Background: an optimization exercise with open tools, aiming at small area. Do not read the settings as production practice. In this exercise RTL edits were held to simulation tests only and were not proved equivalent to the original. The clock port is modelled as an ideal driver; clocking choices that lean on that would not hold on a real chip. Power and IR drop assume default switching activity.

==> flow/design.v <==
module UltrasoundDME(
    input   clk,
    input   rst,                         
    input   start,
    input   receive,
    output  reg signal_1,
    output  reg signal_2,
    output  reg [6:0] a_to_g,
    output  dot,
    output  [3:0] led_bits,
    output  receive_detect,
    output  start_detect,
    output  flag_square_detect,
    output  flag_button_detect
    );
    reg  [14:0] pre;
    reg  [1:0]  sel;             
    wire pre_end = ~pre[0] & pre[3] & ~pre[4] & pre[5] & ~pre[6] & pre[7] & pre[11] & ~pre[12] & pre[13] & ~pre[14];
    always @(posedge clk) begin
        if (rst | pre_end) pre <= 15'd0;
        else               pre <= {~pre[13:0], pre[14] ^ pre[6]};
        if (rst)           sel <= 2'b00;
        else if (pre_end)  sel <= {sel[0], ~sel[1]};
    end
    reg  flag_button, flag_square, flag_receive, t_rst;
    wire press   = start & ~flag_button;
    wire capture = receive & ~flag_receive;
    wire q_1400;                 
    wire w_end;                  
    always @(posedge clk) begin
        if (rst) begin
            flag_button  <= 1'b0;
            flag_square  <= 1'b0;
            flag_receive <= 1'b0;
            t_rst        <= 1'b0;
        end else begin
            t_rst        <= press;
            flag_button  <= flag_button ? ~q_1400 : start;
            flag_receive <= flag_receive ? ~press : receive;
            flag_square  <= (flag_square | press) & ~w_end;
        end
    end
    reg  [10:0] d;
    reg  [4:0]  w;
    wire d_end  = ~d[0] & ~d[1] & ~d[2] & d[4] & d[6] & ~d[7] & ~d[8] & d[10];
    assign w_end = w[0] & w[1] & w[2];
    wire toggle = flag_square & d_end;
    always @(posedge clk) begin
        if (~flag_square | d_end) d <= 11'd0;
        else                      d <= {~d[9:0], d[10] ^ d[7]};
        if (rst | w_end)              w <= 5'd0;
        else if (toggle & signal_2)   w <= {~w[3:0], w[4] ^ w[1]};
        if (rst) begin
            signal_1 <= 1'b0;
            signal_2 <= 1'b0;
        end else if (toggle) begin
            signal_1 <= signal_2;
            signal_2 <= ~signal_2;
        end
    end
    reg  [9:0]  c;
    reg  [2:0]  p;
    wire p_long = (~p[1] & ~p[2]);
    wire c_end  = c[0] & ~c[1] & c[2] & ~c[3] & c[4] & ~c[9] & (p_long ? ~c[5] : c[8]);
    wire t_clr  = rst | t_rst;
    always @(posedge clk) begin
        if (t_clr | c_end) c <= 10'd0;
        else               c <= {~c[8:0], c[9] ^ c[2]};
        if (t_clr)         p <= 3'd0;
        else if (c_end)    p <= {~p[1:0], p[2] ^ p[0]};
    end
    reg  [3:0]  q0, q1, q2, q3;
    reg         q4;
    wire q_sat  = q4 & ((q3[0])) & ((q2[0] & q2[1] & q2[2])) & ((q1[2])) & ((q0[2]));    
    assign q_1400 = q4 | ((q3[3]) | (q3[2]) | (q3[1])) | (((q3[0] & ~q3[1] & ~q3[2] & ~q3[3])) & ((q2[3]) | (q2[2])));
    wire i0 = c_end & ~q_sat;
    wire i1 = i0 & ((q0[0] & q0[3]));
    wire i2 = i1 & ((q1[0] & q1[3]));
    wire i3 = i2 & ((q2[0] & q2[3]));
    wire i4 = i3 & ((q3[0] & q3[3]));
    wire [3:0] q0_inc = {((q0[0] & q0[1] & q0[2]) | (~q0[0] & q0[3])), ((~q0[0] & q0[2]) | (q0[0] & q0[1] & ~q0[2]) | (~q0[1] & q0[2])), ((~q0[0] & q0[1]) | (q0[0] & ~q0[1] & ~q0[3])), ((~q0[0]))};
    wire [3:0] q1_inc = {((q1[0] & q1[1] & q1[2]) | (~q1[0] & q1[3])), ((~q1[0] & q1[2]) | (q1[0] & q1[1] & ~q1[2]) | (~q1[1] & q1[2])), ((~q1[0] & q1[1]) | (q1[0] & ~q1[1] & ~q1[3])), ((~q1[0]))};
    wire [3:0] q2_inc = {((q2[0] & q2[1] & q2[2]) | (~q2[0] & q2[3])), ((~q2[0] & q2[2]) | (q2[0] & q2[1] & ~q2[2]) | (~q2[1] & q2[2])), ((~q2[0] & q2[1]) | (q2[0] & ~q2[1] & ~q2[3])), ((~q2[0]))};
    wire [3:0] q3_inc = {((q3[0] & q3[1] & q3[2]) | (~q3[0] & q3[3])), ((~q3[0] & q3[2]) | (q3[0] & q3[1] & ~q3[2]) | (~q3[1] & q3[2])), ((~q3[0] & q3[1]) | (q3[0] & ~q3[1] & ~q3[3])), ((~q3[0]))};
    always @(posedge clk) begin
        if (t_clr) begin
            q0 <= 4'd0; q1 <= 4'd0; q2 <= 4'd0; q3 <= 4'd0; q4 <= 1'b0;
        end else begin
            if (i0) q0 <= q0_inc;
            if (i1) q1 <= q1_inc;
            if (i2) q2 <= q2_inc;
            if (i3) q3 <= q3_inc;
            if (i4) q4 <= 1'b1;
        end
    end
    reg  [3:0] r0, r1, r2, r3;
    always @(posedge clk) begin
        if (rst) begin
            r0 <= 4'd0; r1 <= 4'd0; r2 <= 4'd0; r3 <= 4'd0;
        end else if (capture) begin
            r0 <= q0; r1 <= q1; r2 <= q2; r3 <= q3;
        end
    end
    assign led_bits = {sel == 2'b10, sel == 2'b11, sel == 2'b01, sel == 2'b00};
    reg [3:0] num;
    always @(*) begin
        case (sel)
            2'b00:   num = r0;
            2'b01:   num = r1;
            2'b11:   num = r2;
            default: num = r3;
        endcase
        a_to_g = {((num[3]) | (num[0] & num[2]) | (~num[0] & ~num[2]) | (num[1])),
                  ((~num[0] & ~num[1]) | (~num[2]) | (num[0] & num[1])),
                  ((~num[1]) | (num[2]) | (num[0])),
                  ((num[1] & ~num[2]) | (~num[0] & ~num[2]) | (~num[0] & num[1]) | (num[0] & ~num[1] & num[2]) | (num[3])),
                  ((~num[0] & ~num[2]) | (~num[0] & num[1])),
                  ((~num[1] & num[2]) | (~num[0] & num[2]) | (~num[0] & ~num[1]) | (num[3])),
                  ((~num[0] & num[2]) | (num[1] & ~num[2]) | (~num[1] & num[2]) | (num[3]))};
    end
    assign dot                = led_bits[1];
    assign receive_detect     = flag_receive;
    assign start_detect       = start;
    assign flag_square_detect = flag_square;
    assign flag_button_detect = flag_button;
endmodule
==> flow/flow/run.sh <==
#!/bin/bash
# Layout flow: the standard flow (standard.sh) with two changes.
#  1. Synthesis is the standard flow's synthesis script, except that Yosys's abc call maps the
#     logic with flow/area.abc (an area-oriented ABC script) instead of ORFS's
#     delay-oriented script. Every other synthesis step is unchanged, so the
#     registers, their names and their cells are those of the standard synthesis.
#  2. Port buffers are sky130_fd_sc_hd__buf_1 cells.
#  3. Clock tree synthesis runs with the arguments in flow/cts_args.
# Each tool's output goes to a log file in this folder (and ORFS's own logs under orfs/logs).
set -euo pipefail
W=$(pwd)
F=$W/flow
SD=$FLOW_HOME/scripts

# synthesis script: ORFS synth.tcl with only the abc call changed
sed 's#log_cmd abc {\*}\$abc_args#log_cmd abc -script '"$F"'/area.abc {*}$lib_args {*}$lib_dont_use_args#' \
    "$SD/synth.tcl" > "$W/synth_area.tcl"
grep -q 'area.abc' "$W/synth_area.tcl"
sed 's#source \$::env(SCRIPTS_DIR)/synth.tcl#source '"$W"'/synth_area.tcl#' "$W/synth_recipe.tcl" > "$W/flow_synth.tcl"
grep -q 'synth_area.tcl' "$W/flow_synth.tcl"

# standard.sh, with the synthesis script above
sed 's#SYNTH_SCRIPT=[^ ]*synth_recipe.tcl#SYNTH_SCRIPT='"$W"'/flow_synth.tcl#' "$W/standard.sh" > "$W/flow_standard.sh"
grep -q 'flow_synth.tcl' "$W/flow_standard.sh"

export BUFFER_PORTS_ARGS="-buffer_cell sky130_fd_sc_hd__buf_1"
# clock tree: small buffers, no dummy loads
export CTS_ARGS="$(cat "$F/cts_args")"
bash "$W/flow_standard.sh" synth > "$W/synth.log" 2>&1
bash "$W/flow_standard.sh" > "$W/layout.log" 2>&1
test -s "$W/out/final.def"
==> flow/flow/area.abc <==
strash
dch -f
amap
==> flow/flow/cts_args <==
-sink_clustering_enable -repair_clock_nets -dont_use_dummy_load -buf_list sky130_fd_sc_hd__clkbuf_4 -root_buf sky130_fd_sc_hd__clkbuf_4
==> flow/standard.sh <==
#!/bin/bash
# synth_recipe.tcl (not shown) runs the flow's synth.tcl, then flattens the netlist and writes it again
# the make line also repeats each setting of config.mk as NAME=value (left out here)
make -C /OpenROAD-flow-scripts/flow DESIGN_CONFIG=/design/flow/config.mk WORK_HOME=/design/flow/orfs CLKGATE_MAP_FILE= SYNTH_SCRIPT=/design/flow/synth_recipe.tcl "${@:-finish}"
==> flow/config.mk <==
export PLATFORM = sky130hd
export DESIGN_NAME = UltrasoundDME
export DESIGN_NICKNAME = UltrasoundDME
export VERILOG_FILES = /design/flow/design.v
export SDC_FILE = /design/flow/constraint.sdc
export NUM_CORES = 4
export LEC_CHECK = 0
export CAP_MARGIN = 20
export CORE_MARGIN = 2
export CORE_UTILIZATION = 65
export PLACE_DENSITY = 0.8
export SLEW_MARGIN = 20
==> flow/constraint.sdc <==
create_clock -name core_clock -period 100.0 [get_ports {clk}]
set_input_delay 20.0000 -clock core_clock [delete_from_list [all_inputs] [get_ports {clk}]]
set_output_delay 20.0000 -clock core_clock [all_outputs]
set_load 0.01 [all_outputs]
==> metrics.md, run 1 <==
| Metric | Value |
|---|---|
| Status | `no timing/DRC/antenna violations` |
| H-Tree Depth | `3` |
| Flop-to-flop setup slack | `between 90 and 100 ns` |
| Layout cells sized above 1 | `under 10%` |
| Async S/R FF share, synth | `0%` |
| Critical Path Start | `start` |
| Grt total ovfl | `0` |
| Die Area | `0.00494 mm2` |
| Post-Syn Nets | `298` |
| Psw | `between 10 and 15 uW` |
| Global route hottest layer | `met2` |
| Internal power | `41.4 uW` |
| Clock-pin slew on the worst setup and hold paths | `approximately 0.12 ns` |
| Crit path DAT | `between 20 and 25 ns` |
| #FFs+latches synth | `85` |
| Wire length per cell | `14.1 um` |
| Number of max-cap violations | `0` |
| Largest delay share family, worst path | `buffers and inverters` |
| CTS Buf Count | `9` |
| Hold path depth | `1` |
| Max-slew violation count | `0` |
| Clock sink count | `between 80 and 90` |
| Initial core utilization | `66.6%` |
| Pre-antenna DRT Iters | `4` |
| Vias in the first global route | `2068` |
| Sw frac | `a little under a quarter` |
| Clk pwr share | `roughly a quarter` |
| Crit-path max FO | `2` |
| Longest Clk Path Bufs | `2` |
| Least-Margin Pin Slew | `roughly 0.71 ns` |
| Top FF cell, synth | `dfxtp_1` |
| Slowest CP cell | `buf_1` |
| DRC viols | `0` |
| Hold Crit Class | `flop to flop` |
| Fin util | `71.5%` |
| Comb pwr share | `7.3%` |
| Resize count post-CTS | `0` |
| Total track usage | `23.8%` |
| Final worst path period need | `40.24 ns` |
| Unrepaired setup endpoints after global routing | `false` |
| Maximum clock rate | `0.0249 GHz` |
| Hold Path End | `pre[11]` |
| CP Capture Type | `output port` |
| Area after DPL | `about 0.0030 mm2` |
| Mapped Area | `0.00286 mm2` |
| Pin count of the biggest net entering global routing | `19` |
| WP data required | `approximately 80 ns` |
| Synth warn | `1` |
| Met1 GRT Util | `a little under a third` |
| Die Y | `roughly 70 um` |
| Vias | `2165` |
| First-pass GRT wire length | `roughly 9300 um` |
| Leak | `1.14 nW` |
| Input/output buffers | `21` |
| Mean Syn Cell Area | `9.72 um2` |
| Seq/Total Area, Yosys | `59.5%` |
| Crit path kind | `primary input to output port` |
| Num rows | `24` |
| M2 GR Usage | `36.8%` |
| Met3 usage | `4.33%` |
| Nets@finish | `330` |
| CTS tree | `yes` |
| Hold buffers post-CTS | `0` |
| Synth-to-Final Area Change | `7.44%` |
| Worst reg2reg path startpoint | `c[2]` |
| EDFF count, synth | `0` |
| Final wirelength | `5320 um` |
| Fin area | `between 0.003 and 0.004 mm2` |
| Initial antenna violation count | `0` |
| Power Dens Cells | `17.7 mW/mm2` |
| HP Start | `pre[10]` |
| Distinct cells, synth | `33` |
| Worst flop-to-flop path endpoint | `q3[3]` |
| GPL Wtd Cong | `0.778` |
| Seq pwr share | `~68%` |
| CP bufs+invs | `2` |
| Tcrit/Tclk final | `between 40% and 50%` |
| Setup violators final | `0` |
| CP dominant cell by count | `buf_1` |
| Setup TNS | `0 ns` |
| Vias per cell | `5.76` |
| Syn Inst Count | `~290` |
| Hold Fails Final Rpt | `0` |
| Critical path's largest stage delay | `0.15 ns` |
| I/O pin count | `22` |
| Max-slew headroom | `52.2%` |
| Fin Clk Skew | `around 0.034 ns` |
| Detail Route Antenna Nets | `0` |
| Cells on worst reg2reg path | `13` |
| Initial DRC count | `113` |
| Setup bufs post-CTS | `0` |
| Crit path cell chain | `buf_1 -> buf_1` |
| Core area | `0.00429 mm2` |
| N_diodes | `0` |
| IR drop worst, VDD | `approximately 0.000014 V` |
| Die X | `around 70 um` |
| Hpwl dp | `3710 um` |
| Type of origin of the critical path | `primary input` |
| Clock latency (worst-skew pair) | `0.40 ns` |
| Root Buffer | `clkbuf_4` |
registers in the layout, indices dropped and copies added (netlist names):
| register | flops |
|---|---|
| pre | 15 |
| d | 11 |
| c | 10 |
| w | 5 |
| q0 | 4 |
| q1 | 4 |
| q2 | 4 |
| q3 | 4 |
| r0 | 4 |
| r1 | 4 |
| r2 | 4 |
| r3 | 4 |
| p | 3 |
| sel | 2 |
| flag_button | 1 |
| flag_receive | 1 |
| flag_square | 1 |
| q4 | 1 |
| signal_1 | 1 |
| signal_2 | 1 |
| t_rst | 1 |
worst max-delay path by stage:
| stage | endpoint | cells after the start |
|---|---|---|
| finish | start_detect | 2 |
| global route | start_detect | 2 |
| CTS | start_detect | 2 |
| detailed placement | start_detect | 2 |
| global placement | start_detect | 2 |
| floorplan | start_detect | 1 |
cell usage in the layout (no fill, tap or decap), types with 4 or more instances in the layout:
cell	instances
nor2b_1	4
a211oi_1	7
dfxtp_1	85
buf_1	21
clkinv_1	29
nor3_1	7
o21ai_0	10
clkbuf_4	9
a221oi_1	6
a21oi_1	13
nor2_1	67
o221a_1	18
nand2_1	15
power by group through the flow:
stage / combinational [mW] / sequential, mW / clock, mW
4_1_cts: 0.00397 / 0.0367 / 0.0140
2_1_floorplan: 0.00284 / 0.0372 / 0
6_report: 0.00395 / 0.0367 / 0.0136
3_5_place_dp: 0.00395 / 0.0374 / 0
3_3_place_gp: 0.00384 / 0.0374 / 0
5_1_grt: 0.00449 / 0.0369 / 0.0153
Yosys cell counts, drive strengths merged (2+ instances only):
master,number,area share (%)
nor2,67,8.8
o21ai,10,1.8
or3,2,0.44
o221a,18,7.1
a21oi,13,2.3
clkinv,29,3.8
a22o,2,0.61
nor2b,4,0.88
a22oi,3,0.79
nor4b,3,0.92
a221oi,6,1.8
nand2,15,2.0
a222oi,2,0.70
dfxtp,85,60
buf,2,0.53
or2,3,0.66
a32o,2,0.70
a211oi,7,1.8
nor3,7,1.2
kinds of logic (layout without fill, tap and decap cells):
family | after synthesis | after routing | share of synthesized area (%)
and+or+nand+nor | 106 | 106 | 16.0
DFF | 85 | 85 | 59.5
buffers and inverters | 31 | 61 | 4.33
AOI/OAI and AO/OA | 72 | 72 | 20.1
layer usage:
metal | share of wire, % | wire length, um | up-vias
met5 | 0 | 0 | -
met4 | 2.6 | 136 | 0
met3 | 3.6 | 192 | 13
met2 | 45 | 2380 | 49
met1 | 49 | 2610 | 989
li1 | - | - | 1114
per-stage QoR:
stage          std cells  hold slack (ns)  worst slack, ns  total power [mW]
3_5_place_dp         367            0.374            59.76            0.0414
6_report             376            0.348            59.76            0.0543
2_1_floorplan        294            0.368            59.88            0.0400
3_3_place_gp         367            0.370            59.76            0.0412
4_1_cts              376            0.357            59.76            0.0547
5_1_grt              376            0.365            59.73            0.0567
final cells by class:
type,instances,area (um2)
clock buffer,9,67.6
fill,339,1220
inverter,29,109
multi-input combinational,178,1030
sequential,85,1700
tap,52,65.1
timing repair buffer,23,93.8
==> run 2: changes to the inputs <==
==> flow/flow/run.sh (replaced) <==
#!/bin/bash
# Layout flow: the standard flow (standard.sh) with these changes.
#  1. Synthesis is the standard flow's synthesis script, except that Yosys's abc call maps the
#     logic with an area-oriented ABC script instead of ORFS's delay-oriented one.
#     Synthesis is tried once with each flow/abc*.abc script (in synth_*/), and the
#     script giving the least cell area is used for the layout. Every other synthesis step is unchanged, so the registers,
#     their names and their cells are those of the standard synthesis.
#  2. Port buffers are sky130_fd_sc_hd__buf_1 cells.
#  3. Clock tree synthesis runs with the arguments in flow/cts_args (clkbuf_4 cells,
#     no dummy loads); flow/post_cts.tcl then makes any clock buffer with a slow
#     output slew a clkbuf_8.
# Each tool's output goes to a log file in this folder (and ORFS's own logs under
# orfs/logs and synth_*/logs).
set -euo pipefail
W=$(pwd)
F=$W/flow
SD=$FLOW_HOME/scripts
RES=orfs/results/$FLOW_PLATFORM/UltrasoundDME/base
grep -q 'WORK_HOME=[^ ]*/orfs ' "$W/standard.sh"
grep -q 'SYNTH_SCRIPT=[^ ]*synth_recipe.tcl' "$W/standard.sh"

best=""; best_area=""
for abc in "$F"/abc*.abc; do
    n=$(basename "$abc" .abc)
    sed 's#log_cmd abc {\*}\$abc_args#log_cmd abc -script '"$abc"' {*}$lib_args {*}$lib_dont_use_args#' \
        "$SD/synth.tcl" > "$W/synth_$n.tcl"
    grep -q "$abc" "$W/synth_$n.tcl"
    sed 's#source \$::env(SCRIPTS_DIR)/synth.tcl#source '"$W/synth_$n.tcl"'#' \
        "$W/synth_recipe.tcl" > "$W/flow_synth_$n.tcl"
    grep -q "synth_$n.tcl" "$W/flow_synth_$n.tcl"
    sed -e 's#SYNTH_SCRIPT=[^ ]*synth_recipe.tcl#SYNTH_SCRIPT='"$W/flow_synth_$n.tcl"'#' \
        -e 's#WORK_HOME=[^ ]*/orfs #WORK_HOME='"$W/synth_$n"' #' "$W/standard.sh" > "$W/standard_$n.sh"
    if bash "$W/standard_$n.sh" synth > "$W/synth_$n.log" 2>&1; then
        a=$(grep 'Chip area for module' "$W/synth_$n/reports/$FLOW_PLATFORM/UltrasoundDME/base/synth_stat.txt" \
            | tail -n 1 | awk '{print $NF}')
        echo "synthesis with $n: area $a" | tee -a "$W/synth_choice.log"
        if [[ -z "$best" ]] || awk -v a="$a" -v b="$best_area" 'BEGIN{exit !(a < b)}'; then
            best=$n; best_area=$a
        fi
    else
        echo "synthesis with $n failed" | tee -a "$W/synth_choice.log"
    fi
done
test -n "$best"
echo "kept: $best" | tee -a "$W/synth_choice.log"

# the layout: standard.sh with the kept synthesis script
sed 's#SYNTH_SCRIPT=[^ ]*synth_recipe.tcl#SYNTH_SCRIPT='"$W/flow_synth_$best.tcl"'#' "$W/standard.sh" > "$W/flow_standard.sh"
grep -q "flow_synth_$best.tcl" "$W/flow_standard.sh"
export BUFFER_PORTS_ARGS="-buffer_cell sky130_fd_sc_hd__buf_1"
export CTS_ARGS="$(cat "$F/cts_args")"
export POST_CTS_TCL="$F/post_cts.tcl"
bash "$W/flow_standard.sh" > "$W/layout.log" 2>&1
test -s "$W/out/final.def"
==> flow/flow/abc1.abc (new file) <==
strash
dch -f
amap
==> flow/flow/abc2.abc (new file) <==
strash
&get -n
&dch -f
&nf -R 1000 -E 1
&put
==> flow/flow/abc3.abc (new file) <==
strash
dch -f
map -a
amap
==> flow/flow/post_cts.tcl (new file) <==
proc post_cts_upsize {} {
  estimate_parasitics -placement
  foreach inst [get_cells clkbuf_*] {
    set s [get_property [get_pins [get_name $inst]/X] slew_max]
    if {$s > 0.100 && [get_property $inst ref_name] eq "sky130_fd_sc_hd__clkbuf_4"} {
      puts "post cts: [get_name $inst] output slew $s, now clkbuf_8"
      replace_cell $inst sky130_fd_sc_hd__clkbuf_8
    }
  }
  detailed_placement
  estimate_parasitics -placement
}
post_cts_upsize
removed: flow/flow/area.abc
==> metrics.md, run 2 <==
| Metric | Value |
|---|---|
| Vias | `2141` |
| Slowest CP cell | `buf_1` |
| GPL Wtd Cong | `0.778` |
| Power Dens Cells | `18.5 mW/mm2` |
| WP data required | `about 80 ns` |
| CP dominant cell by count | `buf_1` |
| Detail Route Antenna Nets | `0` |
| First-pass GRT wire length | `9360 um` |
| Post-Syn Nets | `298` |
| Hold Crit Class | `flop to flop` |
| Most frequent cells in the layout | `dfxtp_1 (85), nor2_1 (67), clkinv_1 (29)` |
| Initial antenna violation count | `0` |
| CP bufs+invs | `2` |
| Clock sink count | `85` |
| Area after DPL | `0.00300 mm2` |
| Top cell type's share of synthesized area | `59.5%` |
| Type of origin of the critical path | `primary input` |
| Pre-antenna DRT Iters | `4` |
| Total track usage | `23.9%` |
| Initial DRC count | `roughly 120` |
| Mux cell area share after synthesis | `0%` |
| Setup TNS | `0 ns` |
| Least-Margin Pin Slew | `0.707 ns` |
| Hold Fails Final Rpt | `0` |
| Fin area | `approximately 0.0031 mm2` |
| Async S/R FF share, synth | `0%` |
| EDFF count, synth | `0` |
| Post-Synth Simple-Gate Area | `16.0%` |
| Num rows | `24` |
| Final worst path period need | `40.24 ns` |
| DRC viols | `0` |
| #FFs+latches synth | `between 80 and 90` |
| Crit-path max FO | `2` |
| Tcrit/Tclk final | `40.2%` |
| Core area | `0.00429 mm2` |
| Leak | `between 1 and 1.5 nW` |
| CTS tree | `yes` |
| Input/output buffers | `21` |
| Die X | `70.3 um` |
| Layout cells sized above 1 | `3.40%` |
| Pwr Total | `57.4 uW` |
| Critical path's largest stage delay | `0.15 ns` |
| Hpwl dp | `3710 um` |
| Top FF cell, synth | `dfxtp_1` |
| Multi-input logic area | `0.00103 mm2` |
| Largest register FFs | `15` |
| Nets@finish | `330` |
| Vias in the first global route | `about 2100` |
| Final wirelength | `approximately 5400 um` |
| Vias per cell | `about 5.7` |
| CP Capture Type | `output port` |
| Seq/Total Area, Yosys | `59.5%` |
| Most common cell after layout, fill and taps aside | `dfxtp_1` |
| Largest regs | `pre x15, d x11, c x10` |
| Number of max-cap violations | `0` |
| Die Y | `70.3 um` |
| Largest family of logic cells by synthesized area | `compound AO/OA/AOI/OAI gates` |
| Clock-pin slew on the worst setup and hold paths | `0.08 ns` |
| Unrepaired setup endpoints after global routing | `false` |
| Mean Syn Cell Area | `between 9 and 10 um2` |
| Maximum clock rate | `0.0249 GHz` |
| Ranking of synthesized cells by area | `dfxtp_1 (60%), nor2_1 (8.8%), o221a_1 (7.1%)` |
| Pin count of the biggest net entering global routing | `19` |
| Count leader, synth | `dfxtp_1` |
| Most flops, register | `pre` |
| Wire length per cell | `between 10 and 15 um` |
| Clock latency (worst-skew pair) | `0.36 ns` |
| Synth Area in Compound Gates | `20.1%` |
| Largest delay share family, worst path | `buffers and inverters` |
| Syn Inst Count | `294` |
| Area leader, netlist | `dfxtp_1` |
| I/O pin count | `22` |
| Die Area | `0.00494 mm2` |
| Max-slew violation count | `0` |
| Setup violators final | `0` |
| N_diodes | `0` |
| Crit path kind | `primary input to output port` |
| Fill count | `between 300 and 400` |
| Initial core utilization | `approximately two thirds` |
| Grt total ovfl | `0` |
| Sequential Area | `0.00170 mm2` |
| Fin Clk Skew | `0.0341 ns` |
| Status | `no timing/DRC/antenna violations` |
| Post-synthesis share of cell area spent on xor and xnor gates | `0%` |
| Mapped Area | `0.00286 mm2` |
| Max-slew headroom | `52.2%` |
| Synth-to-Final Area Change | `8.75%` |
| Synth warn | `1` |
| Crit path cell chain | `buf_1 -> buf_1` |
| IR drop worst, VDD | `0.0000143 V` |
| Synth Area in Adders | `0%` |
| Distinct cells, synth | `33` |
| Crit path DAT | `20.24 ns` |
| Commonest cells in the netlist | `dfxtp_1 (85), nor2_1 (67), clkinv_1 (29), o221a_1 (18), nand2_1 (15)` |
run 2: path summary, 6_finish.rpt:
kind,start,to,slack (ns),cells after the start
worst min-delay path,c[7],c[8],0.38,1
worst max-delay path,start,start_detect,59.76,2
worst min register to register,c[7],c[8],0.38,1
worst max register to register,c[2],q3[1],96.71,13
run 2: through the flow:
| stage | hold slack, ns | utilization (%) | worst slack [ns] | cells |
|---|---|---|---|---|
| after floorplan | 0.368 | - | 59.88 | 294 |
| after global placement | 0.370 | 70.0 | 59.76 | 367 |
| after detailed placement | 0.374 | 70.0 | 59.76 | 367 |
| after global routing | 0.397 | 72.4 | 59.73 | 376 |
| final | 0.376 | 72.4 | 59.76 | 376 |
run 2: layout make-up:
| type | count | area share, % |
|---|---|---|
| clock buffers | 9 | 3.38 |
| inverters | 29 | 3.50 |
| flip-flops and latches | 85 | 54.7 |
| well taps | 52 | 2.09 |
| repair buffers | 23 | 3.02 |
| multi-input cells | 178 | 33.3 |
run 2: routing by layer:
layer | track usage [%] | up-vias | share of wire, %
met2 | 37.4 | 41 | 44
met1 | 32.1 | 982 | 50
li1 | - | 1106 | -
met5 | 0 | - | 0
met3 | 4.33 | 12 | 3.5
met4 | 11.3 | 0 | 2.3
run 2: kinds of logic (layout without fill, tap and decap cells):
group / Yosys count / count (layout)
DFF: 85 / 85
AOI/OAI and AO/OA: 72 / 72
and+or+nand+nor: 106 / 106
buffers and inverters: 31 / 61
run 2: power breakdown:
| group | internal, mW | switching [mW] |
|---|---|---|
| clock | 0.00680 | 0.00996 |
| sequential | 0.0357 | 0.000994 |
| combinational | 0.00148 | 0.00248 |
==> run 3: changes to the inputs <==
==> flow/design.v (replaced) <==
module UltrasoundDME(
    input   clk,
    input   rst,                         
    input   start,
    input   receive,
    output  reg signal_1,
    output  reg signal_2,
    output  reg [6:0] a_to_g,
    output  dot,
    output  [3:0] led_bits,
    output  receive_detect,
    output  start_detect,
    output  flag_square_detect,
    output  flag_button_detect
    );
    reg  [14:0] pre_q;
    reg  [1:0]  sel_q;
    wire [14:0] pre = pre_q ^ 15'd0;
    wire [1:0]  sel = sel_q ^ 2'd2;   
    wire pre_end = ~pre[0] & pre[3] & ~pre[4] & pre[5] & ~pre[6] & pre[7] & pre[11] & ~pre[12] & pre[13] & ~pre[14];
    always @(posedge clk) begin
        if (rst | pre_end) pre_q <= 15'd0;
        else               pre_q <= {~pre[13:0], pre[14] ^ pre[6]} ^ 15'd0;
        if (rst)           sel_q <= 2'd2;
        else if (pre_end)  sel_q <= {sel[0], ~sel[1]} ^ 2'd2;
    end
    reg  flag_button, flag_square, flag_receive, t_rst_q;
    wire t_rst   = t_rst_q ^ 1'b0;
    wire press   = start & ~flag_button;
    wire capture = receive & ~flag_receive;
    wire q_1400;                 
    wire w_end;                  
    always @(posedge clk) begin
        if (rst) begin
            flag_button  <= 1'b0;
            flag_square  <= 1'b0;
            flag_receive <= 1'b0;
            t_rst_q      <= 1'b0;
        end else begin
            t_rst_q      <= press ^ 1'b0;
            flag_button  <= flag_button ? ~q_1400 : start;
            flag_receive <= flag_receive ? ~press : receive;
            flag_square  <= (flag_square | press) & ~w_end;
        end
    end
    reg  [10:0] d_q;
    reg  [4:0]  w_q;
    wire [10:0] d = d_q ^ 11'd1;
    wire [4:0]  w = w_q ^ 5'd16;
    wire d_end  = ~d[0] & ~d[1] & ~d[2] & d[4] & d[6] & ~d[7] & ~d[8] & d[10];
    assign w_end = w[0] & w[1] & w[2];
    wire toggle = flag_square & d_end;
    always @(posedge clk) begin
        if (~flag_square | d_end) d_q <= 11'd1;
        else                      d_q <= {~d[9:0], d[10] ^ d[7]} ^ 11'd1;
        if (rst | w_end)              w_q <= 5'd16;
        else if (toggle & signal_2)   w_q <= {~w[3:0], w[4] ^ w[1]} ^ 5'd16;
        if (rst) begin
            signal_1 <= 1'b0;
            signal_2 <= 1'b0;
        end else if (toggle) begin
            signal_1 <= signal_2;
            signal_2 <= ~signal_2;
        end
    end
    reg  [9:0]  c_q;
    reg  [2:0]  p_q;
    wire [9:0]  c = c_q ^ 10'd3;
    wire [2:0]  p = p_q ^ 3'd0;
    wire p_long = (~p[1] & ~p[2]);
    wire c_end  = c[0] & ~c[1] & c[2] & ~c[3] & c[4] & ~c[9] & (p_long ? ~c[5] : c[8]);
    wire t_clr  = rst | t_rst;
    always @(posedge clk) begin
        if (t_clr | c_end) c_q <= 10'd3;
        else               c_q <= {~c[8:0], c[9] ^ c[2]} ^ 10'd3;
        if (t_clr)         p_q <= 3'd0;
        else if (c_end)    p_q <= {~p[1:0], p[2] ^ p[0]} ^ 3'd0;
    end
    reg  [3:0]  q0, q1, q2, q3;
    reg         q4_q;
    wire        q4 = q4_q ^ 1'b0;
    wire q_sat  = q4 & ((~q3[1])) & ((q2[0] & q2[2])) & ((q1[0])) & ((q0[0]));    
    assign q_1400 = q4 | ((~q3[3]) | (q3[0]) | (~q3[2])) | (((~q3[0] & ~q3[1] & q3[2])) & ((q2[1] & ~q2[3]) | (q2[0])));
    wire i0 = c_end & ~q_sat;
    wire i1 = i0 & ((q0[0] & q0[2] & ~q0[3]));
    wire i2 = i1 & ((q1[0] & q1[2] & ~q1[3]));
    wire i3 = i2 & ((q2[0] & q2[2] & ~q2[3]));
    wire i4 = i3 & ((q3[0] & q3[2] & ~q3[3]));
    wire [3:0] q0_inc = {((q0[2])), ((q0[1])), ((q0[0])), ((q0[0] & ~q0[1]) | (~q0[0] & ~q0[3]) | (q0[0] & q0[3]))};
    wire [3:0] q1_inc = {((q1[2])), ((q1[1])), ((q1[0])), ((q1[0] & ~q1[1]) | (~q1[0] & ~q1[3]) | (q1[0] & q1[3]))};
    wire [3:0] q2_inc = {((q2[2])), ((q2[1])), ((q2[0])), ((q2[0] & ~q2[1]) | (~q2[0] & ~q2[3]) | (q2[0] & q2[3]))};
    wire [3:0] q3_inc = {((q3[2])), ((q3[1])), ((q3[0])), ((q3[0] & ~q3[1]) | (~q3[0] & ~q3[3]) | (q3[0] & q3[3]))};
    always @(posedge clk) begin
        if (t_clr) begin
            q0 <= 4'd14; q1 <= 4'd14; q2 <= 4'd14; q3 <= 4'd14; q4_q <= 1'b0;
        end else begin
            if (i0) q0 <= q0_inc;
            if (i1) q1 <= q1_inc;
            if (i2) q2 <= q2_inc;
            if (i3) q3 <= q3_inc;
            if (i4) q4_q <= 1'b1;
        end
    end
    reg  [3:0] r0, r1, r2, r3;
    always @(posedge clk) begin
        if (rst) begin
            r0 <= 4'd14; r1 <= 4'd14; r2 <= 4'd14; r3 <= 4'd14;
        end else if (capture) begin
            r0 <= q0; r1 <= q1; r2 <= q2; r3 <= q3;
        end
    end
    assign led_bits = {sel == 2'b10, sel == 2'b11, sel == 2'b01, sel == 2'b00};
    reg [3:0] num;
    always @(*) begin
        case (sel)
            2'b00:   num = r0;
            2'b01:   num = r1;
            2'b11:   num = r2;
            default: num = r3;
        endcase
        a_to_g = {((num[0] & num[2]) | (~num[0] & ~num[2]) | (num[1])),
                  ((num[3]) | (~num[1]) | (num[0] & num[2])),
                  ((~num[3]) | (num[2]) | (num[0])),
                  ((~num[0] & ~num[2]) | (num[1])),
                  ((~num[2] & num[3]) | (~num[0] & num[1])),
                  ((num[0] & ~num[3]) | (num[1])),
                  ((~num[3]) | (~num[2]))};
    end
    assign dot                = led_bits[1];
    assign receive_detect     = flag_receive;
    assign start_detect       = start;
    assign flag_square_detect = flag_square;
    assign flag_button_detect = flag_button;
endmodule
--- a/flow/config.mk
+++ b/flow/config.mk
@@ -8,5 +8,5 @@
 export CAP_MARGIN = 20
 export CORE_MARGIN = 2
-export CORE_UTILIZATION = 65
-export PLACE_DENSITY = 0.8
+export CORE_UTILIZATION = 75
+export PLACE_DENSITY = 0.92
 export SLEW_MARGIN = 20
==> metrics.md, run 3 <==
| Metric | Value |
|---|---|
| Initial DRC count | `around 140` |
| GPL Wtd Cong | `0.793` |
| Hold Fails Final Rpt | `0` |
| Count leader, synth | `dfxtp_1` |
| Syn Inst Count | `287` |
| Hold Crit Class | `flop to flop` |
| Least-Margin Pin Slew | `1.05 ns` |
| Die X | `65.4 um` |
| Critical Path Start | `start` |
| Core area | `0.00363 mm2` |
| Status | `no timing/DRC/antenna violations` |
| Max-slew violation count | `0` |
| Leak | `1.12 nW` |
| First-pass GRT wire length | `8710 um` |
| Worst flop-to-flop path endpoint | `q3[3]` |
| CP bufs+invs | `2` |
| Post-Syn Nets | `293` |
| Critical path's largest stage delay | `0.15 ns` |
| Input/output buffers | `21` |
| Most flops, register | `pre_q` |
| Total track usage | `26.4%` |
| Unrepaired setup endpoints after global routing | `false` |
| Commonest cells in the netlist | `dfxtp_1 (85), nor2_1 (52), clkinv_1 (27), nand2_1 (24), a221o_1 (14)` |
| Slowest CP cell | `buf_1` |
| Worst reg2reg path startpoint | `p_q[2]` |
| Vias | `2148` |
| Most common cell after layout, fill and taps aside | `dfxtp_1` |
| Crit path kind | `primary input to output port` |
| Pwr Total | `56.1 uW` |
| Final wirelength | `5060 um` |
| Fill count | `between 200 and 250` |
| Clock sink count | `85` |
| Die Area | `0.00427 mm2` |
| Die Y | `65.4 um` |
| Ranking of synthesized cells by area | `dfxtp_1 (60%), nor2_1 (6.9%), a221o_1 (5.0%)` |
| I/O pin count | `22` |
| #FFs+latches synth | `85` |
| Initial antenna violation count | `0` |
| Vias per cell | `5.88` |
| Synth warn | `1` |
| Async S/R FF share, synth | `0%` |
| N_diodes | `0` |
| CP Capture Point | `start_detect` |
| Type of origin of the critical path | `primary input` |
| Clock-pin slew on the worst setup and hold paths | `0.09 ns` |
| Largest register FFs | `15` |
| Most frequent cells in the layout | `dfxtp_1 (85), nor2_1 (52), clkinv_1 (27)` |
| Crit path cell chain | `buf_1 -> buf_1` |
| Distinct cells, synth | `35` |
| Hpwl dp | `~3600 um` |
| Largest delay share family, worst path | `buffers and inverters` |
| Fin Clk Skew | `approximately 0.028 ns` |
| Cells on worst reg2reg path | `14` |
| Area leader, netlist | `dfxtp_1` |
| Top FF cell, synth | `dfxtp_1` |
| Top cell type's share of synthesized area | `60.2%` |
| Crit-path max FO | `2` |
| Grt total ovfl | `0` |
| Vias in the first global route | `2039` |
| EDFF count, synth | `0` |
| Wire length per cell | `13.9 um` |
| Tcrit/Tclk final | `40.2%` |
| Initial core utilization | `around 80%` |
| Clock latency (worst-skew pair) | `0.35 ns` |
| Number of max-cap violations | `0` |
| Pre-antenna DRT Iters | `5` |
| Mean Syn Cell Area | `9.84 um2` |
| Power Dens Cells | `18.3 mW/mm2` |
| Max-slew headroom | `29.8%` |
| Detail Route Antenna Nets | `0` |
| Maximum clock rate | `0.0249 GHz` |
| Largest regs | `pre_q x15, d_q x11, c_q x10` |
| Flop-to-flop setup slack | `around 95 ns` |
| CP Capture Type | `output port` |
| Synth-to-Final Area Change | `8.59%` |
| Seq/Total Area, Yosys | `60.2%` |
| Setup violators final | `0` |
| Final worst path period need | `slightly above 40 ns` |
| CTS tree | `yes` |
| DRC viols | `0` |
| IR drop worst, VDD | `0.0000154 V` |
| Pin count of the biggest net entering global routing | `25` |
| CP dominant cell by count | `buf_1` |
| Crit path DAT | `20.24 ns` |
| WP data required | `80.00 ns` |
| Fin util | `84.4%` |
| Nets@finish | `325` |
| Mapped Area | `0.00283 mm2` |
| Num rows | `22` |
| WP depth | `2` |
| Layout cells sized above 1 | `3.79%` |
| Setup TNS | `0 ns` |
## run 3: kinds of logic after synthesis
logic type	synth area share (%)
buffers and inverters	4.12
adder cells (fa/ha/maj)	0.886
AND/OR/NAND/NOR	16.0
AO/OA/AOI/OAI	18.8
flip-flops	60.2
## run 3: cell type report
type                            count  area (um2)  share of cell area, %
Tap cell                           48        60.1                   1.96
Inverter                           27         101                   3.30
Clock buffer                        9        98.8                   3.22
Multi-Input combinational cell    173        1010                   33.0
Timing Repair Buffer               23        93.8                   3.06
Sequential cell                    85        1700                   55.5
## run 3: per-stage QoR
step / instance area (um2) / std cells / setup WS [ns] / hold slack, ns
3_5_place_dp: 2960 / 356 / 59.76 / 0.376
6_report: 3070 / 365 / 59.76 / 0.373
5_1_grt: 3070 / 365 / 59.73 / 0.391
2_1_floorplan: 2830 / 287 / 59.88 / 0.368
3_3_place_gp: 2960 / 356 / 59.76 / 0.369
## run 3: worst min-delay path by stage
stage,start,to,slack [ns],depth (start not counted)
3_5_place_dp,pre_q[9],pre_q[10],0.38,1
6_report,pre_q[2],pre_q[3],0.37,1
3_3_place_gp,pre_q[10],pre_q[11],0.37,1
2_1_floorplan,c_q[6],c_q[7],0.37,1
5_1_grt,c_q[8],c_q[9],0.39,1
## run 3: where the power goes
part | internal [mW] | total [mW] | switching [mW]
logic | 0.00140 | 0.00359 | 0.00218
registers | 0.0357 | 0.0368 | 0.00104
clock network | 0.00637 | 0.0158 | 0.00941
## run 3: worst reg2reg max path, stage by stage, from the launching register on
cell	delay (ns)
dfxtp_1	0.37
nor2_1	0.07
nand2_1	0.06
o21ai_0	0.06
nor4_1	0.51
clkinv_1	0.36
a31oi_1	0.46
clkinv_1	0.24
nor4_1	0.48
clkinv_1	0.28
nor4_1	0.59
clkinv_1	0.27
nor3_1	0.61
clkinv_1	0.24
a221o_1	0.37
## run 3: layer usage
layer  routed length [um]  share of wire [%]  vias up  global-route usage [%]
met3                  240                4.7        9                    7.53
met2                 2370                 47       47                    42.6
met1                 2370                 47      993                    33.2
met5                    0                  0        -                       0
li1                     -                  -     1099                       -
met4                   81                1.6        0                    11.2
==> run 4: changes to the inputs <==
--- a/flow/config.mk
+++ b/flow/config.mk
@@ -8,5 +8,5 @@
 export CAP_MARGIN = 20
 export CORE_MARGIN = 2
-export CORE_UTILIZATION = 75
-export PLACE_DENSITY = 0.92
+export CORE_UTILIZATION = 85
+export PLACE_DENSITY = 0.95
 export SLEW_MARGIN = 20
==> metrics.md, run 4 <==
| Metric | Value |
|---|---|
| Top FF cell, synth | `dfxtp_1` |
| Status | `stopped before the end` |
| Post-Syn Nets | `293` |
| Count leader, synth | `dfxtp_1` |
| Commonest cells in the netlist | `dfxtp_1 (85), nor2_1 (52), clkinv_1 (27), nand2_1 (24), a221o_1 (14)` |
| Stop stage | `global placement without I/O (3_1_place_gp_skip_io)` |
| Syn Inst Count | `287` |
| Mapped Area | `0.00283 mm2` |
| EDFF count, synth | `0` |
| Area leader, netlist | `dfxtp_1` |
| Num rows | `20` |
| Mean Syn Cell Area | `9.84 um2` |
| #FFs+latches synth | `85` |
| Die Y | `61.7 um` |
| Distinct cells, synth | `35` |
| First Err | `[ERROR GPL-0301] Utilization 101.237 % exceeds 100%.` |
| Seq/Total Area, Yosys | `60.2%` |
| Top cell type's share of synthesized area | `60.2%` |
| Synth warn | `1` |
| Die X | `61.7 um` |
| Ranking of synthesized cells by area | `dfxtp_1 (60%), nor2_1 (6.9%), a221o_1 (5.0%)` |
| Initial core utilization | `91.0%` |
| Async S/R FF share, synth | `0%` |
run 4: cells by family after synthesis:
logic type / synth area share [%]
buffers and inverters: 4.12
and+or+nand+nor: 16.0
AOI/OAI and AO/OA: 18.8
adders and majority gates: 0.886
DFF: 60.2
==> run 5: changes to the inputs <==
--- a/flow/config.mk
+++ b/flow/config.mk
@@ -8,5 +8,5 @@
 export CAP_MARGIN = 20
 export CORE_MARGIN = 2
-export CORE_UTILIZATION = 85
-export PLACE_DENSITY = 0.95
+export CORE_UTILIZATION = 65
+export PLACE_DENSITY = 0.8
 export SLEW_MARGIN = 20
==> metrics.md, run 5 <==
| Metric | Value |
|---|---|
| Hold Crit Class | `flop to flop` |
| Flop-to-flop setup slack | `94.73 ns` |
| Ranking of synthesized cells by area | `dfxtp_1 (60%), nor2_1 (6.9%), a221o_1 (5.0%)` |
| Initial DRC count | `154` |
| Tcrit/Tclk final | `40.2%` |
| N_diodes | `0` |
| Maximum clock rate | `0.0249 GHz` |
| Worst reg2reg path startpoint | `c_q[2]` |
| Largest delay share family, worst path | `buffers and inverters` |
| Final worst path period need | `40.24 ns` |
| GPL Wtd Cong | `about 0.8` |
| Leak | `between 1 and 1.5 nW` |
| Type of origin of the critical path | `primary input` |
| Input/output buffers | `21` |
| Vias in the first global route | `around 1900` |
| I/O pin count | `22` |
| WP data required | `80.00 ns` |
| M1 wire length | `2440 um` |
| Top FF cell, synth | `dfxtp_1` |
| Wire length per cell | `13.9 um` |
| Max-slew violation count | `0` |
| Met3 wire len | `around 220 um` |
| Area after DPL | `0.00297 mm2` |
| Distinct cells, synth | `35` |
| Sequential Area | `0.00170 mm2` |
| CP dominant cell by count | `buf_1` |
| Largest register FFs | `15` |
| Clock sink count | `85` |
| Hold Path End | `c_q[1]` |
| Die X | `69.9 um` |
| Hold path depth | `1` |
| Grt total ovfl | `0` |
| Multi-input logic area | `0.00101 mm2` |
| Clock latency (worst-skew pair) | `0.36 ns` |
| Most common cell after layout, fill and taps aside | `dfxtp_1` |
| Vias | `2179` |
| First-pass GRT wire length | `8560 um` |
| Worst flop-to-flop path endpoint | `q3[2]` |
| Most flops, register | `pre_q` |
| Uppermost routed layer | `met4` |
| Synth warn | `1` |
| Die Y | `approximately 70 um` |
| Status | `no timing/DRC/antenna violations` |
| Total track usage | `22.4%` |
| Number of max-cap violations | `0` |
| HP Start | `c_q[0]` |
| Top cell type's share of synthesized area | `60.2%` |
| Syn Inst Count | `287` |
| Count leader, synth | `dfxtp_1` |
| Largest regs | `pre_q x15, d_q x11, c_q x10` |
| Crit-path max FO | `2` |
| #FFs+latches synth | `85` |
| Pre-antenna DRT Iters | `6` |
| Area leader, netlist | `dfxtp_1` |
| CP bufs+invs | `2` |
| Pin count of the biggest net entering global routing | `25` |
| CP Capture Type | `output port` |
| Layout cells sized above 1 | `under 10%` |
| Unrepaired setup endpoints after global routing | `false` |
| Mean Syn Cell Area | `a little under 10 um2` |
| Setup ws final | `59.76 ns` |
| Crit path DAT | `approximately 20 ns` |
| CTS tree | `yes` |
| Core area | `0.00409 mm2` |
| Cells on worst reg2reg path | `12` |
| EDFF count, synth | `0` |
| Mapped Area | `0.00283 mm2` |
| Crit path cell chain | `buf_1 -> buf_1` |
| Post-place setup slack | `59.76 ns` |
| Vias per cell | `between 5 and 6` |
| Async S/R FF share, synth | `0%` |
| Commonest cells in the netlist | `dfxtp_1 (85), nor2_1 (52), clkinv_1 (27), nand2_1 (24), a221o_1 (14)` |
| Max-slew headroom | `47.1%` |
| Initial antenna violation count | `0` |
| Final wirelength | `5100 um` |
| Post-Syn Nets | `around 290` |
| Fill count | `314` |
| Met2 WL | `2320 um` |
| Hold Fails Final Rpt | `0` |
| Seq/Total Area, Yosys | `~60%` |
| Critical path's largest stage delay | `0.15 ns` |
| Setup TNS | `0 ns` |
| Detail Route Antenna Nets | `0` |
| Setup violators final | `0` |
| Synth-to-Final Area Change | `8.99%` |
| DRC viols | `0` |
| Hpwl dp | `3620 um` |
| Die Area | `between 0.004 and 0.005 mm2` |
| Fin area | `0.00308 mm2` |
| Most frequent cells in the layout | `dfxtp_1 (85), nor2_1 (52), clkinv_1 (27)` |
| IR drop worst, VDD | `0.0000135 V` |
| Power Dens Cells | `18.4 mW/mm2` |
| Fin Clk Skew | `around 0.034 ns` |
| Num rows | `23` |
| Least-Margin Pin Slew | `0.787 ns` |
| Slowest CP cell | `buf_1` |
| Clock-pin slew on the worst setup and hold paths | `~0.09 ns` |
| Crit path kind | `primary input to output port` |
| Nets@finish | `325` |
| Initial core utilization | `roughly 69%` |
-- run 5: cell counts after synthesis --
Identical to the previous run, type by type.
-- run 5: kinds of logic (layout without fill, tap and decap cells) --
kind of cell | after synthesis | count (layout) | synth area share, %
and+or+nand+nor | 104 | 104 | 16.0
DFF | 85 | 85 | 60.2
AOI/OAI and AO/OA | 67 | 67 | 18.8
buffers and inverters | 29 | 59 | 4.12
adders and majority gates | 2 | 2 | 0.886
-- run 5: report_power, final --
group	internal (mW)	switching (mW)
Clock	0.00678	0.00959
Combinational	0.00141	0.00217
Sequential	0.0357	0.00104
Total	0.0439	0.0128
-- run 5: how the worst max path moves through the flow --
stage | start | end | slack (ns) | depth (start not counted)
floorplan | start | start_detect | 59.88 | 1
global placement | start | start_detect | 59.76 | 2
detailed placement | start | start_detect | 59.76 | 2
global route | start | start_detect | 59.74 | 2
finish | start | start_detect | 59.76 | 2
-- run 5: metal layers --
layer / vias to the layer above / GRT usage [%]
li1: 1093 / -
met1: 1018 / 30.0
met2: 56 / 33.1
met3: 12 / 5.19
met4: 0 / 13.2
met5: - / 0
-- run 5: cell type report --
| cell class | count | share of cell area (%) |
|---|---|---|
| inverters | 27 | 3.29 |
| multi-input cells | 173 | 33.0 |
| flip-flops and latches | 85 | 55.3 |
| clock buffers | 9 | 3.41 |
| repair buffers | 23 | 3.05 |
| well taps | 50 | 2.03 |
-- run 5: stage by stage --
| stage | std cells | hold WS, ns | total power [mW] | util, % |
|---|---|---|---|---|
| 2_1_floorplan | 287 | 0.368 | 0.0398 | - |
| 3_3_place_gp | 358 | 0.369 | 0.0410 | 72.6 |
| 3_5_place_dp | 358 | 0.380 | 0.0411 | 72.6 |
| 5_1_grt | 367 | 0.392 | 0.0593 | 75.4 |
| 6_report | 367 | 0.384 | 0.0567 | 75.4 |
==> run 6: changes to the inputs <==
--- a/flow/design.v
+++ b/flow/design.v
@@ -17,11 +17,11 @@
     reg  [1:0]  sel_q;
     wire [14:0] pre = pre_q ^ 15'd0;
-    wire [1:0]  sel = sel_q ^ 2'd2;   
+    wire [1:0]  sel = sel_q ^ 2'd0;   
     wire pre_end = ~pre[0] & pre[3] & ~pre[4] & pre[5] & ~pre[6] & pre[7] & pre[11] & ~pre[12] & pre[13] & ~pre[14];
     always @(posedge clk) begin
         if (rst | pre_end) pre_q <= 15'd0;
         else               pre_q <= {~pre[13:0], pre[14] ^ pre[6]} ^ 15'd0;
-        if (rst)           sel_q <= 2'd2;
-        else if (pre_end)  sel_q <= {sel[0], ~sel[1]} ^ 2'd2;
+        if (rst)           sel_q <= 2'd0;
+        else if (pre_end)  sel_q <= {sel[0], ~sel[1]} ^ 2'd0;
     end
     reg  flag_button, flag_square, flag_receive, t_rst_q;
@@ -47,13 +47,13 @@
     reg  [4:0]  w_q;
     wire [10:0] d = d_q ^ 11'd1;
-    wire [4:0]  w = w_q ^ 5'd16;
+    wire [4:0]  w = w_q ^ 5'd18;
     wire d_end  = ~d[0] & ~d[1] & ~d[2] & d[4] & d[6] & ~d[7] & ~d[8] & d[10];
-    assign w_end = w[0] & w[1] & w[2];
+    assign w_end = w[0] & w[1] & w[2] & w[3];
     wire toggle = flag_square & d_end;
     always @(posedge clk) begin
         if (~flag_square | d_end) d_q <= 11'd1;
         else                      d_q <= {~d[9:0], d[10] ^ d[7]} ^ 11'd1;
-        if (rst | w_end)              w_q <= 5'd16;
-        else if (toggle & signal_2)   w_q <= {~w[3:0], w[4] ^ w[1]} ^ 5'd16;
+        if (rst | w_end)              w_q <= 5'd18;
+        else if (toggle & signal_2)   w_q <= {~w[3:0], w[4] ^ w[0]} ^ 5'd18;
         if (rst) begin
             signal_1 <= 1'b0;
@@ -66,5 +66,5 @@
     reg  [9:0]  c_q;
     reg  [2:0]  p_q;
-    wire [9:0]  c = c_q ^ 10'd3;
+    wire [9:0]  c = c_q ^ 10'd1;
     wire [2:0]  p = p_q ^ 3'd0;
     wire p_long = (~p[1] & ~p[2]);
@@ -72,6 +72,6 @@
     wire t_clr  = rst | t_rst;
     always @(posedge clk) begin
-        if (t_clr | c_end) c_q <= 10'd3;
-        else               c_q <= {~c[8:0], c[9] ^ c[2]} ^ 10'd3;
+        if (t_clr | c_end) c_q <= 10'd1;
+        else               c_q <= {~c[8:0], c[9] ^ c[2]} ^ 10'd1;
         if (t_clr)         p_q <= 3'd0;
         else if (c_end)    p_q <= {~p[1:0], p[2] ^ p[0]} ^ 3'd0;
--- a/flow/config.mk
+++ b/flow/config.mk
@@ -8,5 +8,6 @@
 export CAP_MARGIN = 20
 export CORE_MARGIN = 2
-export CORE_UTILIZATION = 65
-export PLACE_DENSITY = 0.8
+export CORE_UTILIZATION = 75
+export GPL_TIMING_DRIVEN = 0
+export PLACE_DENSITY = 0.92
 export SLEW_MARGIN = 20
==> metrics.md, run 6 <==
| Metric | Value |
|---|---|
| Hold Crit Class | `flop to flop` |
| Layout cells sized above 1 | `3.77%` |
| WP data required | `80.00 ns` |
| Num rows | `22` |
| Largest regs | `pre_q x15, d_q x11, c_q x10` |
| Initial DRC count | `219` |
| Most frequent cells in the layout | `dfxtp_1 (85), nor2_1 (60), clkinv_1 (26)` |
| N_diodes | `0` |
| Max-slew violation count | `0` |
| Fin area | `roughly 0.003 mm2` |
| Crit path kind | `primary input to output port` |
| Synth warn | `1` |
| Seq pwr share | `64.8%` |
| Die Area | `0.00426 mm2` |
| Top cell type's share of synthesized area | `60.5%` |
| Largest register FFs | `15` |
| DP Cell Count | `around 360` |
| Unrepaired setup endpoints after global routing | `false` |
| Core area | `0.00363 mm2` |
| Post-Syn Nets | `approximately 290` |
| Mux cell area share after synthesis | `0%` |
| Fill count | `201` |
| Initial antenna violation count | `0` |
| Crit-path max FO | `2` |
| Pre-antenna DRT Iters | `5` |
| Status | `no timing/DRC/antenna violations` |
| EDFF count, synth | `0` |
| Most flops, register | `pre_q` |
| Hold Fails Final Rpt | `0` |
| Clock-pin slew on the worst setup and hold paths | `around 0.07 ns` |
| Most common cell after layout, fill and taps aside | `dfxtp_1` |
| GPL Wtd Cong | `0.849` |
| Comb pwr share | `6.5%` |
| Count leader, synth | `dfxtp_1` |
| Leak | `1.13 nW` |
| Syn Inst Count | `288` |
| Nets@finish | `around 330` |
| Clock latency (worst-skew pair) | `around 0.35 ns` |
| Synth Area in Adders | `0.889%` |
| DRC viols | `0` |
| Area after DPL | `just under 0.003 mm2` |
| Mean Syn Cell Area | `a little under 10 um2` |
| Hold_ws | `0.382 ns` |
| Type of origin of the critical path | `primary input` |
| Area leader, netlist | `dfxtp_1` |
| Commonest cells in the netlist | `dfxtp_1 (85), nor2_1 (60), clkinv_1 (26), nand2_1 (23), a221o_1 (17)` |
| Vias | `roughly 2200` |
| Grt total ovfl | `0` |
| Die X | `approximately 65 um` |
| Final worst path period need | `40.34 ns` |
| Async S/R FF share, synth | `0%` |
| Post-synthesis share of cell area spent on xor and xnor gates | `0.311%` |
| Input/output buffers | `21` |
| Crit path DAT | `20.34 ns` |
| First-pass GRT wire length | `approximately 9600 um` |
| Power Dens Cells | `about 19 mW/mm2` |
| Setup TNS | `0 ns` |
| Clk pwr share | `between 20 and 30%` |
| Number of max-cap violations | `0` |
| Final wirelength | `~5700 um` |
| Psw | `~13 uW` |
| Mapped Area | `0.00281 mm2` |
| CTS tree | `yes` |
| Synth-to-Final Area Change | `8.76%` |
| Max-slew headroom | `28.0%` |
| Least-Margin Pin Slew | `1.05 ns` |
| Internal power | `43.8 uW` |
| I/O pin count | `22` |
| Post-route insts no fill | `366` |
| #FFs+latches synth | `85` |
| Synth Area in Compound Gates | `18.1%` |
| Maximum clock rate | `0.0248 GHz` |
| Setup violators final | `0` |
| IR drop worst, VDD | `around 0.000014 V` |
| Distinct cells, synth | `32` |
| Post-Synth Simple-Gate Area | `between 10% and 20%` |
| Pin count of the biggest net entering global routing | `23` |
| Fin Clk Skew | `0.0269 ns` |
| Pwr Total | `56.8 uW` |
| Wire length per cell | `between 15 and 20 um` |
| Total track usage | `30.0%` |
| Detail Route Antenna Nets | `0` |
| Die Y | `65.3 um` |
| Vias in the first global route | `2067` |
| Clock sink count | `85` |
| Tcrit/Tclk final | `between 40% and 50%` |
| Ranking of synthesized cells by area | `dfxtp_1 (60%), nor2_1 (8.0%), a221o_1 (6.0%)` |
| Initial core utilization | `just under 80%` |
| Sw frac | `22.8%` |
| Vias per cell | `6.12` |
| Top FF cell, synth | `dfxtp_1` |
| Seq/Total Area, Yosys | `60.5%` |
| Largest family of logic cells by synthesized area | `compound AO/OA/AOI/OAI gates` |
| Hpwl dp | `between 3000 and 4000 um` |
| CP Capture Type | `output port` |
[run 6: cell types whose count changed after synthesis, moves of 2 or more]
cell	change
a221o_1	+3
nor4_1	-2
nor2_1	+8
nor3_1	+2
o22ai_1	-3
[run 6: final cells by class]
cell class                      instances  area [um2]  area share, %
Clock buffer                            9         105           3.43
Tap cell                               48        60.1           1.96
Timing Repair Buffer                   21        78.8           2.58
Buffer                                  2        15.0          0.491
Inverter                               26        97.6           3.19
Sequential cell                        85        1700           55.6
Multi-Input combinational cell        175        1000           32.7
[run 6: cells by family (layout without fill, tap and decap cells)]
kind of cell	Yosys count	count (layout)
and+or+nand+nor	108	108
adders and majority gates	2	2
buffers and inverters	28	58
AOI/OAI and AO/OA	64	64
DFF	85	85
xor gates and xnor gates	1	1
[run 6: critical path, stage by stage]
cell and delay (ns):
buf_1 0.09, buf_4 0.11, buf_1 0.13
[run 6: routing by layer]
layer	track usage (%)	routed length, um	part of all wire, %
met5	0	0	0
met4	15.9	109	1.9
met3	5.31	321	5.6
met2	50.0	2830	49
met1	37.2	2460	43
[run 6: per-stage QoR]
step	util, %	worst slack (ns)
after floorplan	-	59.88
after global routing	84.2	59.62
final	84.2	59.66
after global placement	81.3	59.68
after detailed placement	81.3	59.66
[run 6: power by group through the flow]
stage / clock network, mW / logic [mW] / registers, mW
5_1_grt: 0.0178 / 0.00415 / 0.0370
2_1_floorplan: 0 / 0.00247 / 0.0373
6_report: 0.0163 / 0.00369 / 0.0368
3_3_place_gp: 0 / 0.00335 / 0.0374
3_5_place_dp: 0 / 0.00360 / 0.0375
[run 6: final timing paths]
kind	from	end	slack, ns	cells after the start
worst max-delay path	start	start_detect	59.66	3
worst min register to register	c_q[7]	c_q[8]	0.38	1
worst max register to register	p_q[2]	q3[2]	94.46	13
worst min-delay path	c_q[7]	c_q[8]	0.38	1
==> run 7: changes to the inputs <==
--- a/flow/config.mk
+++ b/flow/config.mk
@@ -9,5 +9,4 @@
 export CORE_MARGIN = 2
 export CORE_UTILIZATION = 75
-export GPL_TIMING_DRIVEN = 0
 export PLACE_DENSITY = 0.92
 export SLEW_MARGIN = 20
==> metrics.md, run 7 <==
| Metric | Value |
|---|---|
| CP bufs+invs | `2` |
| Ranking of synthesized cells by area | `dfxtp_1 (60%), nor2_1 (8.0%), a221o_1 (6.0%)` |
| Hpwl dp | `3900 um` |
| Most flops, register | `pre_q` |
| Area leader, netlist | `dfxtp_1` |
| Mapped Area | `0.00281 mm2` |
| Die X | `~65 um` |
| Clock-pin slew on the worst setup and hold paths | `~0.080 ns` |
| Setup violators final | `0` |
| Vias in the first global route | `2109` |
| Die Area | `0.00426 mm2` |
| GPL Wtd Cong | `0.839` |
| Seq/Total Area, Yosys | `60.5%` |
| Crit-path max FO | `2` |
| Type of origin of the critical path | `primary input` |
| Syn Inst Count | `288` |
| Least-Margin Pin Slew | `1.02 ns` |
| EDFF count, synth | `0` |
| Largest register FFs | `15` |
| Leak | `1.12 nW` |
| Distinct cells, synth | `32` |
| Pin count of the biggest net entering global routing | `23` |
| Commonest cells in the netlist | `dfxtp_1 (85), nor2_1 (60), clkinv_1 (26), nand2_1 (23), a221o_1 (17)` |
| Maximum clock rate | `about 0.025 GHz` |
| CP Capture Type | `output port` |
| DRC viols | `0` |
| Hold Fails Final Rpt | `0` |
| Async S/R FF share, synth | `0%` |
| IR drop worst, VDD | `about 0.000012 V` |
| Synth warn | `1` |
| Vias per cell | `a little over 6` |
| Grt total ovfl | `0` |
| Mean Syn Cell Area | `9.77 um2` |
| Setup TNS | `0 ns` |
| Post-route insts no fill | `366` |
| CP dominant cell by count | `buf_1` |
| Wire length per cell | `15.0 um` |
| Die Y | `~65 um` |
| Synth-to-Final Area Change | `8.45%` |
| Post-Syn Nets | `294` |
| Most frequent cells in the layout | `dfxtp_1 (85), nor2_1 (60), clkinv_1 (26)` |
| Largest delay share family, worst path | `buffers and inverters` |
| Input/output buffers | `21` |
| Top FF cell, synth | `dfxtp_1` |
| Detail Route Antenna Nets | `0` |
| Initial DRC count | `238` |
| I/O pin count | `22` |
| Total track usage | `28.7%` |
| Initial core utilization | `77.4%` |
| Count leader, synth | `dfxtp_1` |
| Hold Crit Class | `flop to flop` |
| Crit path kind | `primary input to output port` |
| CTS tree | `yes` |
| Unrepaired setup endpoints after global routing | `false` |
| Core area | `0.00363 mm2` |
| Pre-antenna DRT Iters | `5` |
| Final worst path period need | `40.24 ns` |
| Num rows | `22` |
| Top cell type's share of synthesized area | `60.5%` |
| Status | `no timing/DRC/antenna violations` |
| Largest regs | `pre_q x15, d_q x11, c_q x10` |
| Vias | `2264` |
| WP data required | `80.00 ns` |
| Hold_ws | `0.373 ns` |
| Max-slew headroom | `30.4%` |
| N_diodes | `0` |
| DP Cell Count | `between 300 and 400` |
| Slowest CP cell | `buf_1` |
| First-pass GRT wire length | `between 9000 and 10000 um` |
| Critical path's largest stage delay | `0.15 ns` |
| Crit path DAT | `20.24 ns` |
| Fill count | `218` |
| Pwr Total | `56.5 uW` |
| Number of max-cap violations | `0` |
| Fin Clk Skew | `0.0309 ns` |
| Fin util | `between 80% and 90%` |
| Nets@finish | `between 300 and 400` |
| Tcrit/Tclk final | `40.2%` |
| Crit path cell chain | `buf_1 -> buf_1` |
| Max-slew violation count | `0` |
| #FFs+latches synth | `between 80 and 90` |
| Clock sink count | `85` |
| Clock latency (worst-skew pair) | `0.36 ns` |
| Layout cells sized above 1 | `3.46%` |
| Most common cell after layout, fill and taps aside | `dfxtp_1` |
| Initial antenna violation count | `0` |
| Power Dens Cells | `18.5 mW/mm2` |
| Final wirelength | `5490 um` |
run 7: where the power goes:
part	leakage, nW	switching (mW)	total (mW)	internal (mW)
clock network	0.0544	0.00976	0.0161	0.00637
logic	0.368	0.00227	0.00361	0.00134
registers	0.700	0.00105	0.0368	0.0357
run 7: per-layer routing:
metal	up-vias	routed length [um]	GRT usage, %
met5	-	0	0
met4	0	91	12.5
met3	11	360	9.25
met2	98	2680	49.1
met1	1069	2360	32.8
li1	1086	-	-
run 7: cells by family after synthesis:
family          share of synthesized area [%]
compound gates                           18.1
buf+inv                                  4.00
simple gates                             16.2
flops                                    60.5
xor+xnor                                0.311
fa+ha+maj                               0.889
run 7: area by class of cell:
cell class                      instances  area (um2)  area share, %
Clock buffer                            9        98.8           3.24
Tap cell                               48        60.1           1.97
Timing Repair Buffer                   23        93.8           3.08
Inverter                               26        97.6           3.20
Multi-Input combinational cell        175        1000           32.8
Sequential cell                        85        1700           55.8
run 7: worst paths after layout:
path | start | endpoint | slack, ns | cells past startpoint
setup / recovery | start | start_detect | 59.76 | 2
hold / removal | pre_q[9] | pre_q[10] | 0.37 | 1
setup reg to reg | p_q[2] | q3[3] | 94.43 | 13
hold reg to reg | pre_q[9] | pre_q[10] | 0.37 | 1
run 7: through the flow:
step | area, um2 | setup WS [ns]
finish | 3050 | 59.76
global route | 3050 | 59.76
detailed placement | 2950 | 59.76
global placement | 2950 | 59.76
floorplan | 2810 | 59.88
run 7: worst reg2reg max path: stages (launching register included):
cell and delay (ns):
dfxtp_1 0.35, nor2_1 0.14, nor2_1 0.05, a2111oi_0 0.88, clkinv_1 0.46, a31oi_1 0.45, clkinv_1 0.21, nor4_1 0.53
clkinv_1 0.29, nor4_1 0.55, clkinv_1 0.32, nor3_1 0.61, clkinv_1 0.26, a221o_1 0.37

what the ideal ports hide:
Ports are ideal in the flow. The routed layouts listed here were re-timed in OpenROAD.
Step 1 assumes that a clkbuf_16 drives the clock port and a buf_2 every other input.
Step 2 moves the port delays by t, midway between the first and last clock arrival at a register: inputs arrive t later, outputs are due t later. That takes back most of the time a late clock gives input paths.
a / b / c = no drivers / after step 1 / after step 2; a / b = the first two.
run	t, ns	slack for setup (ns)	worst register clock-pin slew, ns
run 1	0.412	59.760 / 59.739 / 59.739	0.12 / 0.12
run 2	0.368	59.759 / 59.738 / 59.738	0.11 / 0.11
run 3	0.357	59.764 / 59.741 / 59.741	0.10 / 0.10
run 5	0.376	59.760 / 59.735 / 59.735	0.10 / 0.10
run 6	0.363	59.663 / 59.639 / 59.639	0.10 / 0.10
run 7	0.370	59.764 / 59.741 / 59.741	0.10 / 0.10
After both steps setup and hold are still met in every run listed. For run 5, which loses most, drivers alone change the setup slack by -0.025 ns; drivers and shift together by -0.025 ns.
